Context: an optimization exercise on an open-source flow, tuned for small area. The choices shown serve that exercise and are no tape-out recipe. Function was checked by simulation only, so behaviour that the tests miss may differ from the original. Power is estimated from default activity; no workload was simulated.

==> module keyunit, before the edit <==
module keyunit (
	input      clk   ,
	input      rstn  ,
	input      key   ,       
	output reg shape         
	);
	reg [6:0] t20ms;
	reg       t    ;
	reg       rel  ;
	wire busy  = |t20ms;
	wire done  = !t20ms[0] && t20ms[1] && t20ms[2] && t20ms[3] && !t20ms[4] && !t20ms[5] && !t20ms[6];
	wire start = rel ? (!t && key) : (t && !key);    
	always@(posedge clk or negedge rstn)     
		if(!rstn) t <= 1'b1;
		else t <= key;
	always@(posedge clk or negedge rstn)
		if(!rstn) begin
			shape <= 0;
			t20ms <= 0;
			rel   <= 0;
		end else begin
			shape <= rel && done;
			t20ms <= ((busy || start) && !done) ? {t20ms[5:0], ~^{t20ms[0], t20ms[6]}} : 7'd0;
			if (done) rel <= !rel;
		end
endmodule
==> module display, before the edit <==
module display (clk,reset,
  Sec,Min,Hour,aSec,aMin,aHour,Day,Month,Year,cal,ala,
  ev_x24,scan,DIG,Digitron_Out,stop);
input clk,reset,stop;
input [6:0] Sec,Min,Hour,aSec,aMin,aHour,Day,Month,Year;
input cal, ala;
input ev_x24, scan;
output [5:0]DIG;
output [7:0]Digitron_Out;
reg [3:0] count;
reg [3:0] P;
reg L60;
reg [2:0] js;
wire [2:0] js_n = (ev_x24 && !scan) ? {js[1:0], !js[2]} : js;
function [5:0] digsel(input [2:0] s);
  digsel = {s[0] && !s[1], s[1] && !s[2], s[2] && s[0], s[1] && !s[0], s[2] && !s[1], !s[2] && !s[0]};
endfunction
assign DIG = ~digsel(js);
wire [5:0] DIG_n = ~digsel(js_n);
wire [6:0] Ls = cal ? Day   : ala ? aSec  : Sec;
wire [6:0] Ms = cal ? Month : ala ? aMin  : Min;
wire [6:0] Bs = cal ? Year  : ala ? aHour : Hour;
wire [6:0] v = (!DIG_n[0] || !DIG_n[1]) ? Ls : (!DIG_n[2] || !DIG_n[3]) ? Ms : Bs;
wire hi = !DIG_n[1] || !DIG_n[3] || !DIG_n[5];
wire [3:0] q, r;
dec2 conv (.v(v), .q(q), .r(r));
wire cond = !L60 && !(!stop && ala);
wire dp = !DIG[2] || !DIG[4];
reg [3:0] sc;
reg sdp;
reg [6:0] seg;
always @* case (sc)
4'd0 : seg = 7'b0111111;
4'd1 : seg = 7'b0000110;
4'd2 : seg = 7'b1011011;
4'd3 : seg = 7'b1001111;
4'd4 : seg = 7'b1100110;
4'd5 : seg = 7'b1101101;
4'd6 : seg = 7'b1111101;
4'd7 : seg = 7'b0000111;
4'd8 : seg = 7'b1111111;
4'd9 : seg = 7'b1101111;
4'd15: seg = 7'b1000000;
default: seg = 7'b0000000;
endcase
assign Digitron_Out = {sdp, seg};
always@ (posedge clk,negedge reset)
begin
if (!reset)
begin
js <= 3'b000;
P <= 4'd0;
L60 <= 1'b0;
count <= 4'd0;
sc <= 4'd14;
sdp <= 1'b0;
end
else
begin
js <= js_n;
P <= hi ? q : r;
L60 <= Ls == 7'd60;
if (cond)
begin
count <= P;
if (count <= 4'd9) begin sc <= count; sdp <= dp; end    
end
else begin sc <= 4'd15; sdp <= 1'b0; end  
end
end
endmodule
export LEC_CHECK = 0
export ABC_AREA = 1
export CAP_MARGIN = 20
export CORE_MARGIN = 2
export CORE_UTILIZATION = 70
export SLEW_MARGIN = 20
create_clock -name core_clock -period 10.0 [get_ports {clk}]
standard.sh (not shown) runs the stock make flow with config.mk's settings and CLKGATE_MAP_FILE= SYNTH_SCRIPT=/design/flow/synth_recipe.tcl, a recipe that flattens the netlist after the stock synthesis.
==> flow/flow/run.sh <==
#!/bin/bash
# Own flow: the standard layout (standard.sh: all ORFS steps, the platform's power grid and
# tap cells, a buffer on every port), with these changes:
#  - synthesis maps the logic with the area-oriented ABC script flow/abc_area2.script instead of
#    ORFS's abc_area.script, and leaves adders to ABC (no half/full adder cell mapping first).
#    Everything else in synthesis (front end, -nofsm -noshare, flip-flop mapping, flatten,
#    renames) is synth_recipe.tcl's, so the registers are the standard synthesis's;
#  - clock tree synthesis runs without dummy loads and with the clustering in flow/own.mk;
#  - the port buffers are buf_1 cells (flow/own.mk).
# Each tool's output is in own_flow.log and in ORFS's logs under orfs/logs.
set -euo pipefail
W=$(pwd)
F=$W/flow
# copy of ORFS synth.tcl whose abc call uses our script
sed 's|^  log_cmd abc {\*}\$abc_args|  set abc_args [lreplace $abc_args 1 1 $::env(OWN_ABC_SCRIPT)]\n  log_cmd abc {*}$abc_args|' \
  "$FLOW_HOME/scripts/synth.tcl" > "$W/own_synth_core.tcl"
grep -q OWN_ABC_SCRIPT "$W/own_synth_core.tcl"
# synth_recipe.tcl, sourcing that copy
sed "s|^source \$::env(SCRIPTS_DIR)/synth.tcl|source $W/own_synth_core.tcl|" synth_recipe.tcl > "$W/own_synth.tcl"
grep -q own_synth_core.tcl "$W/own_synth.tcl"
# The standard flow's config.mk plus our settings
{ echo "include $W/config.mk"; cat "$F/own.mk"; } > "$W/own_config.mk"
# standard.sh with that synthesis script and config
sed -E -e "s|SYNTH_SCRIPT=[^ ]+|SYNTH_SCRIPT=$W/own_synth.tcl|" -e "s|DESIGN_CONFIG=[^ ]+|DESIGN_CONFIG=$W/own_config.mk|" \
  standard.sh > "$W/own_standard.sh"
grep -q own_synth.tcl "$W/own_standard.sh"
grep -q own_config.mk "$W/own_standard.sh"
export OWN_ABC_SCRIPT=$F/abc_area2.script
bash "$W/own_standard.sh" > "$W/own_flow.log" 2>&1
==> flow/flow/abc_area2.script <==
strash
scorr
dc2
&get -n
&deepsyn -T 60
&put
dch -f
amap -m
topo
==> flow/flow/own.mk <==
# clock tree: no dummy loads, clkbuf_8 buffers, clusters of at most 14 sinks within 50 um
export CTS_ARGS = -sink_clustering_enable -repair_clock_nets -dont_use_dummy_load -buf_list sky130_fd_sc_hd__clkbuf_8 -sink_clustering_size 14 -sink_clustering_max_diameter 50
# one buffer on every input and output port, as standard, but a buf_1
export BUFFER_PORTS_ARGS = -inputs -outputs -buffer_cell sky130_fd_sc_hd__buf_1
# adders are left to ABC instead of being mapped to half/full adder cells first
export ADDER_MAP_FILE =
The starting point completed without violations.
==> next run, changes <==
--- a/flow/design.v
+++ b/flow/design.v
@@ -5,24 +5,27 @@
 	output reg shape         
 	);
 	reg [6:0] t20ms;
 	reg       t    ;
-	reg       rel  ;
-	wire busy  = |t20ms;
-	wire done  = !t20ms[0] && t20ms[1] && t20ms[2] && t20ms[3] && !t20ms[4] && !t20ms[5] && !t20ms[6];
-	wire start = rel ? (!t && key) : (t && !key);    
+	reg [1:0] cm   ;
+	wire done = t20ms[0] && t20ms[1] && t20ms[2] && !t20ms[3] && !t20ms[4] && !t20ms[5] && !t20ms[6];
 	always@(posedge clk or negedge rstn)     
 		if(!rstn) t <= 1'b1;
 		else t <= key;
 	always@(posedge clk or negedge rstn)
 		if(!rstn) begin
 			shape <= 0;
 			t20ms <= 0;
-			rel   <= 0;
+			cm    <= 0;
 		end else begin
-			shape <= rel && done;
-			t20ms <= ((busy || start) && !done) ? {t20ms[5:0], ~^{t20ms[0], t20ms[6]}} : 7'd0;
-			if (done) rel <= !rel;
+			shape <= cm == 2'd3 && done;
+			t20ms <= (cm[0] && !done) ? {t20ms[5:0], ~^{t20ms[0], t20ms[6]}} : 7'd0;
+			case (cm)
+				2'd0: if (t && !key) cm <= 2'd1;
+				2'd1: if (done) cm <= 2'd2;
+				2'd2: if (!t && key) cm <= 2'd3;
+				2'd3: if (done) cm <= 2'd0;
+			endcase
 		end
 endmodule
 module clock (clk,set,reset,Less_in,Middle_in,Big_in,Sec,Min,Hour,sign_out,Less_uart,Middle_uart,Big_uart,uart_sign,flag);
 input set,reset,Less_in,Middle_in,Big_in,clk,uart_sign,flag;
@@ -368,9 +371,9 @@
 input [6:0] Sec,Min,Hour,aSec,aMin,aHour,Day,Month,Year;
 input cal, ala;
 input ev_x24, scan;
 output [5:0]DIG;
-output [7:0]Digitron_Out;
+output reg [7:0]Digitron_Out;
 reg [3:0] count;
 reg [3:0] P;
 reg L60;
 reg [2:0] js;
@@ -388,36 +391,17 @@
 wire [3:0] q, r;
 dec2 conv (.v(v), .q(q), .r(r));
 wire cond = !L60 && !(!stop && ala);
 wire dp = !DIG[2] || !DIG[4];
-reg [3:0] sc;
-reg sdp;
-reg [6:0] seg;
-always @* case (sc)
-4'd0 : seg = 7'b0111111;
-4'd1 : seg = 7'b0000110;
-4'd2 : seg = 7'b1011011;
-4'd3 : seg = 7'b1001111;
-4'd4 : seg = 7'b1100110;
-4'd5 : seg = 7'b1101101;
-4'd6 : seg = 7'b1111101;
-4'd7 : seg = 7'b0000111;
-4'd8 : seg = 7'b1111111;
-4'd9 : seg = 7'b1101111;
-4'd15: seg = 7'b1000000;
-default: seg = 7'b0000000;
-endcase
-assign Digitron_Out = {sdp, seg};
 always@ (posedge clk,negedge reset)
 begin
 if (!reset)
 begin
 js <= 3'b000;
 P <= 4'd0;
 L60 <= 1'b0;
 count <= 4'd0;
-sc <= 4'd14;
-sdp <= 1'b0;
+Digitron_Out <= 8'b00000000;
 end
 else
 begin
 js <= js_n;
@@ -425,11 +409,23 @@
 L60 <= Ls == 7'd60;
 if (cond)
 begin
 count <= P;
-if (count <= 4'd9) begin sc <= count; sdp <= dp; end    
+case (count)
+4'd0 : Digitron_Out <= {dp, 7'b0111111};
+4'd1 : Digitron_Out <= {dp, 7'b0000110};
+4'd2 : Digitron_Out <= {dp, 7'b1011011};
+4'd3 : Digitron_Out <= {dp, 7'b1001111};
+4'd4 : Digitron_Out <= {dp, 7'b1100110};
+4'd5 : Digitron_Out <= {dp, 7'b1101101};
+4'd6 : Digitron_Out <= {dp, 7'b1111101};
+4'd7 : Digitron_Out <= {dp, 7'b0000111};
+4'd8 : Digitron_Out <= {dp, 7'b1111111};
+4'd9 : Digitron_Out <= {dp, 7'b1101111};
+default;
+endcase
 end
-else begin sc <= 4'd15; sdp <= 1'b0; end  
+else Digitron_Out <= 8'b01000000;  
 end
 end
 endmodule
 module music (
Critical path depth went up by 4.
Fmax went down by 14%.
Design area went up by about 2%.
Wire length went down by about 6%.
Worst setup slack got worse by 0.80 ns.
Sequential power hardly moves.
Register-to-register slack got worse by 0.80 ns.
Via count went down by about 0.75%.

========
run A:
alarmclock, a different RTL version from the one above (not shown whole).
Size: ~1500 cells after synthesis, ~280 flip-flops, roughly 29 I/O pins, about 13000 um^2 of cells after synthesis.
==> module timebase, before the edit <==
  module timebase (
    input  clk,
    input  reset,
    output ev_sec,      
    output ev_rx,       
    output ev_tx,       
    output ev_q,        
    output ev_x24,      
    output scan,        
    output [10:0] tone, 
    output bs_long,     
    output bs_short     
  );
    reg started;
    reg [1:0] c4;
    reg [1:0] c3a;
  reg [1:0] c3b;
  reg [2:0] c5a;
  reg [2:0] c5b;
  reg [2:0] c7;
  reg [3:0] c13;
  reg [4:0] c17;
  reg [4:0] c23;
  reg [4:0] c31;
  reg [5:0] c37;
  reg [7:0] c229;
  reg [10:0] c1667;
  reg t42, t37, t35, t31, t28, t25, t23, t21, t18, t17, t15, t63, t51;
    wire m3  = (c3a[1]);
    wire m9  = m3 && (c3b[1]);
    wire m5  = (!c5a[0] && c5a[1]);
    wire m25 = m5 && (!c5b[0] && c5b[1]);
    wire m7  = (!c7[0] && !c7[1] && c7[2]);
    wire m17 = (c17[0] && c17[1] && c17[2]);
    wire m23 = (c23[0] && c23[1] && !c23[2] && !c23[3]);
    wire m31 = (!c31[0] && !c31[1] && !c31[2] && !c31[3] && c31[4]);
    wire m37 = (!c37[1] && !c37[2] && !c37[3] && !c37[4]);
    always @(posedge clk, negedge reset)
      if (!reset) begin
        started <= 1'b0;
        c4 <= 2'd0;
        c3a <= 2'd0;
      c3b <= 2'd0;
      c5a <= 3'd4;
      c5b <= 3'd4;
      c7 <= 3'd0;
      c13 <= 4'd4;
      c17 <= 5'd14;
      c23 <= 5'd6;
      c31 <= 5'd0;
      c37 <= 6'd2;
      c229 <= 8'd190;
      c1667 <= 11'd1784;
      t42 <= 0; t37 <= 0; t35 <= 0; t31 <= 0; t28 <= 0; t25 <= 0; t23 <= 0;
        t21 <= 0; t18 <= 0; t17 <= 0; t15 <= 0; t63 <= 0; t51 <= 0;
      end else begin
        started <= 1'b1;
        c4 <= c4 + 1'b1;
        c3a <= {c3a[0:0], ~^{c3a[0], c3a[1]}};
      if (m3) c3b <= {c3b[0:0], ~^{c3b[0], c3b[1]}};
      c5a <= {c5a[1:0], ~^{c5a[1], c5a[2]} ^ (!c5a[0] && c5a[1])};
      if (m5) c5b <= {c5b[1:0], ~^{c5b[1], c5b[2]} ^ (!c5b[0] && c5b[1])};
      c7 <= {c7[1:0], ~^{c7[0], c7[2]}};
      c13 <= {c13[2:0], ~^{c13[0], c13[3]} ^ (!c13[0] && c13[1] && !c13[2])};
      c17 <= {c17[3:0], ~^{c17[1], c17[4]} ^ (c17[0] && c17[1] && c17[2])};
      c23 <= {c23[3:0], ~^{c23[1], c23[4]} ^ (c23[0] && c23[1] && !c23[2] && !c23[3])};
      c31 <= {c31[3:0], ~^{c31[1], c31[4]}};
      c37 <= {c37[4:0], ~^{c37[0], c37[5]} ^ (!c37[1] && !c37[2] && !c37[3] && !c37[4])};
      c229 <= {c229[6:0], ~^{c229[0], c229[2], c229[4], c229[7]} ^ (c229[0] && c229[1] && c229[2] && c229[3] && c229[4] && c229[6])};
      c1667 <= {c1667[9:0], ~^{c1667[1], c1667[10]} ^ (!c1667[0] && !c1667[1] && c1667[2] && c1667[3] && c1667[4] && c1667[5] && c1667[6] && !c1667[7] && c1667[8])};
      t42 <= t42 ^ (c4[0] && m3 && m7);
        t37 <= t37 ^ m37;
        t35 <= t35 ^ (m5 && m7);
        t31 <= t31 ^ m31;
        t28 <= t28 ^ (c4 == 2'd3 && m7);
        t25 <= t25 ^ m25;
        t23 <= t23 ^ m23;
        t21 <= t21 ^ (m3 && m7);
        t18 <= t18 ^ (c4[0] && m9);
        t17 <= t17 ^ m17;
        t15 <= t15 ^ (m3 && m5);
        t63 <= t63 ^ (m9 && m7);
        t51 <= t51 ^ (m3 && m17);
      end
    assign ev_sec = started && (!c3a[0] && !c3a[1]) && (!c1667[0] && !c1667[2] && c1667[3] && c1667[4] && c1667[5] && c1667[6] && c1667[7] && !c1667[8] && c1667[9]);
    assign ev_rx  = started && !c4[0] && (!c13[1] && c13[2] && !c13[3]);
    assign ev_tx  = started && c4 == 2'd0 && (!c13[1] && c13[2] && !c13[3]);
    assign ev_q   = started && c4 == 2'd0 && (!c3a[0] && !c3a[1]) && (c229[1] && c229[2] && c229[3] && c229[4] && c229[5] && c229[7]);
    assign ev_x24 = m25;
    assign scan = t25;
    assign tone = {t15, t17, t18, t21, t23, t25, t28, t31, t35, t37, t42};
    assign bs_long = t63;
    assign bs_short = t51;
  endmodule
clock: 10.0 ns
lec_check: 0
abc_area: 1
cap_margin: 20
core_margin: 2
core_utilization: 70
slew_margin: 20
==> flow/flow/abc_area2.script <==
strash
scorr
dc2
&get -n
&deepsyn -T 60
&put
dch -f
amap -m -F 2 -A 8
topo
==> flow/flow/own.mk <==
# clock tree: no dummy loads, clkbuf_4 buffers, clusters of at most 8 sinks within 35 um
export CTS_ARGS = -sink_clustering_enable -repair_clock_nets -dont_use_dummy_load -buf_list sky130_fd_sc_hd__clkbuf_4 -sink_clustering_size 8 -sink_clustering_max_diameter 35
# one buffer on every input and output port, as standard, but a buf_1
export BUFFER_PORTS_ARGS = -inputs -outputs -buffer_cell sky130_fd_sc_hd__buf_1
# adders are left to ABC instead of being mapped to half/full adder cells first
export ADDER_MAP_FILE =
Scripts as last shown in full above: flow/flow/run.sh
--- input diff run A..run B ---
--- a/flow/design.v
+++ b/flow/design.v
@@ -284,10 +284,10 @@
   reg t42, t37, t35, t31, t28, t25, t23, t21, t18, t17, t15, t63, t51;
     wire m3  = (c3a[1]);
     wire m9  = m3 && (c3b[1]);
-    wire m5  = (!c5a[0] && c5a[1]);
-    wire m25 = m5 && (!c5b[0] && c5b[1]);
+    wire m5  = (c5a[0] && !c5a[1]);
+    wire m25 = m5 && (c5b[0] && !c5b[1]);
     wire m7  = (!c7[0] && !c7[1] && c7[2]);
-    wire m17 = (c17[0] && c17[1] && c17[2]);
+    wire m17 = (c17[0] && c17[1] && c17[2] && !c17[3]);
     wire m23 = (c23[0] && c23[1] && !c23[2] && !c23[3]);
     wire m31 = (!c31[0] && !c31[1] && !c31[2] && !c31[3] && c31[4]);
     wire m37 = (!c37[1] && !c37[2] && !c37[3] && !c37[4]);
@@ -297,15 +297,15 @@
         c4 <= 2'd0;
         c3a <= 2'd0;
       c3b <= 2'd0;
-      c5a <= 3'd4;
-      c5b <= 3'd4;
+      c5a <= 3'd3;
+      c5b <= 3'd3;
       c7 <= 3'd0;
       c13 <= 4'd4;
-      c17 <= 5'd14;
+      c17 <= 5'd15;
       c23 <= 5'd6;
       c31 <= 5'd0;
       c37 <= 6'd2;
-      c229 <= 8'd190;
+      c229 <= 8'd197;
       c1667 <= 11'd1784;
       t42 <= 0; t37 <= 0; t35 <= 0; t31 <= 0; t28 <= 0; t25 <= 0; t23 <= 0;
         t21 <= 0; t18 <= 0; t17 <= 0; t15 <= 0; t63 <= 0; t51 <= 0;
@@ -314,15 +314,15 @@
         c4 <= c4 + 1'b1;
         c3a <= {c3a[0:0], ~^{c3a[0], c3a[1]}};
       if (m3) c3b <= {c3b[0:0], ~^{c3b[0], c3b[1]}};
-      c5a <= {c5a[1:0], ~^{c5a[1], c5a[2]} ^ (!c5a[0] && c5a[1])};
-      if (m5) c5b <= {c5b[1:0], ~^{c5b[1], c5b[2]} ^ (!c5b[0] && c5b[1])};
+      c5a <= {c5a[1:0], ~^{c5a[0], c5a[2]} ^ (c5a[0] && !c5a[1])};
+      if (m5) c5b <= {c5b[1:0], ~^{c5b[0], c5b[2]} ^ (c5b[0] && !c5b[1])};
       c7 <= {c7[1:0], ~^{c7[0], c7[2]}};
       c13 <= {c13[2:0], ~^{c13[0], c13[3]} ^ (!c13[0] && c13[1] && !c13[2])};
-      c17 <= {c17[3:0], ~^{c17[1], c17[4]} ^ (c17[0] && c17[1] && c17[2])};
+      c17 <= {c17[3:0], ~^{c17[0], c17[4]} ^ (c17[0] && c17[1] && c17[2] && !c17[3])};
       c23 <= {c23[3:0], ~^{c23[1], c23[4]} ^ (c23[0] && c23[1] && !c23[2] && !c23[3])};
       c31 <= {c31[3:0], ~^{c31[1], c31[4]}};
       c37 <= {c37[4:0], ~^{c37[0], c37[5]} ^ (!c37[1] && !c37[2] && !c37[3] && !c37[4])};
-      c229 <= {c229[6:0], ~^{c229[0], c229[2], c229[4], c229[7]} ^ (c229[0] && c229[1] && c229[2] && c229[3] && c229[4] && c229[6])};
+      c229 <= {c229[6:0], ~^{c229[0], c229[1], c229[6], c229[7]} ^ (!c229[0] && c229[1] && !c229[2] && !c229[3] && !c229[4] && c229[5] && c229[6])};
       c1667 <= {c1667[9:0], ~^{c1667[1], c1667[10]} ^ (!c1667[0] && !c1667[1] && c1667[2] && c1667[3] && c1667[4] && c1667[5] && c1667[6] && !c1667[7] && c1667[8])};
       t42 <= t42 ^ (c4[0] && m3 && m7);
         t37 <= t37 ^ m37;
@@ -341,7 +341,7 @@
     assign ev_sec = started && (!c3a[0] && !c3a[1]) && (!c1667[0] && !c1667[2] && c1667[3] && c1667[4] && c1667[5] && c1667[6] && c1667[7] && !c1667[8] && c1667[9]);
     assign ev_rx  = started && !c4[0] && (!c13[1] && c13[2] && !c13[3]);
     assign ev_tx  = started && c4 == 2'd0 && (!c13[1] && c13[2] && !c13[3]);
-    assign ev_q   = started && c4 == 2'd0 && (!c3a[0] && !c3a[1]) && (c229[1] && c229[2] && c229[3] && c229[4] && c229[5] && c229[7]);
+    assign ev_q   = started && c4 == 2'd0 && (!c3a[0] && !c3a[1]) && (!c229[1] && c229[2] && !c229[3] && !c229[4] && !c229[5] && c229[6] && c229[7]);
     assign ev_x24 = m25;
     assign scan = t25;
     assign tone = {t15, t17, t18, t21, t23, t25, t28, t31, t35, t37, t42};
==> comparison <==
- Antenna violation net count after detailed routing: run B vs run A identical
- After detailed routing, run A needs more wire than run B.
- Summary of run B over run A: share of synthesized area occupied by flip-flops and latches fell by 0.15 points, final area rose by 0.64%.
- Shortest clock period the worst path allows after layout: run B and run A compared, lower one is run B
- A cell with the largest stage delay on the worst path of sky130_fd_sc_hd__nor2_1 is what run A shows, while sky130_fd_sc_hd__dfstp_2 belongs to run B.
- Worst hold-check slack delta (run B -> run A): insignificant
- Going from run A to run B, synthesized area ~0 delta; count of fill cells added during filler insertion rose by 53; growth of design area from synthesis to finish up 0.36 points.
- From run A to run B the numbers moved as follows: met2 layer wire length in the routed design decreased about 9%, area of combinational cells with multiple inputs essentially unchanged, maximum clock rate increased 11 MHz, multiplexer share of the synthesized area essentially unchanged, number of sequential storage elements essentially unchanged.

-- separate check: timing with driven ports --
The results above use ideal ports. As a check the final layouts listed here were re-extracted and re-timed, cells and wires unchanged. Step 1 sets driving cells, clkbuf_16 on the clock port and buf_2 on the other inputs (assumed; they add their load-dependent delay and slew). Step 2 adds t to the input delays and takes it off the output delays; t is the mean of the earliest and latest rising clock arrival at the registers after step 1. Input paths then give back, and output paths get back, about the clock's delay inside the block. Three values: ideal ports, drivers, drivers and shift; two values: the first two.
run | t, ns | slack for setup (ns) | worst hold slack (ns) | worst register clock-pin slew, ns
the first run of note 1 | 0.605 | 5.151 / 5.151 / 4.799 | 0.321 / 0.321 / 0.321 | 0.09 / 0.09
the second run of note 1 | 0.607 | 4.352 / 4.352 / 4.352 | 0.358 / 0.358 / 0.358 | 0.09 / 0.09
run A | 0.695 | 4.676 / 4.676 / 4.676 | 0.353 / 0.353 / 0.353 | 0.09 / 0.09
run B | 0.700 | 4.969 / 4.969 / 4.560 | 0.355 / 0.355 / 0.355 | 0.09 / 0.09
After both steps setup and hold are still met in every run listed. For run B, which loses most, drivers alone change the setup slack by 0.000 ns; drivers and shift together by -0.409 ns.
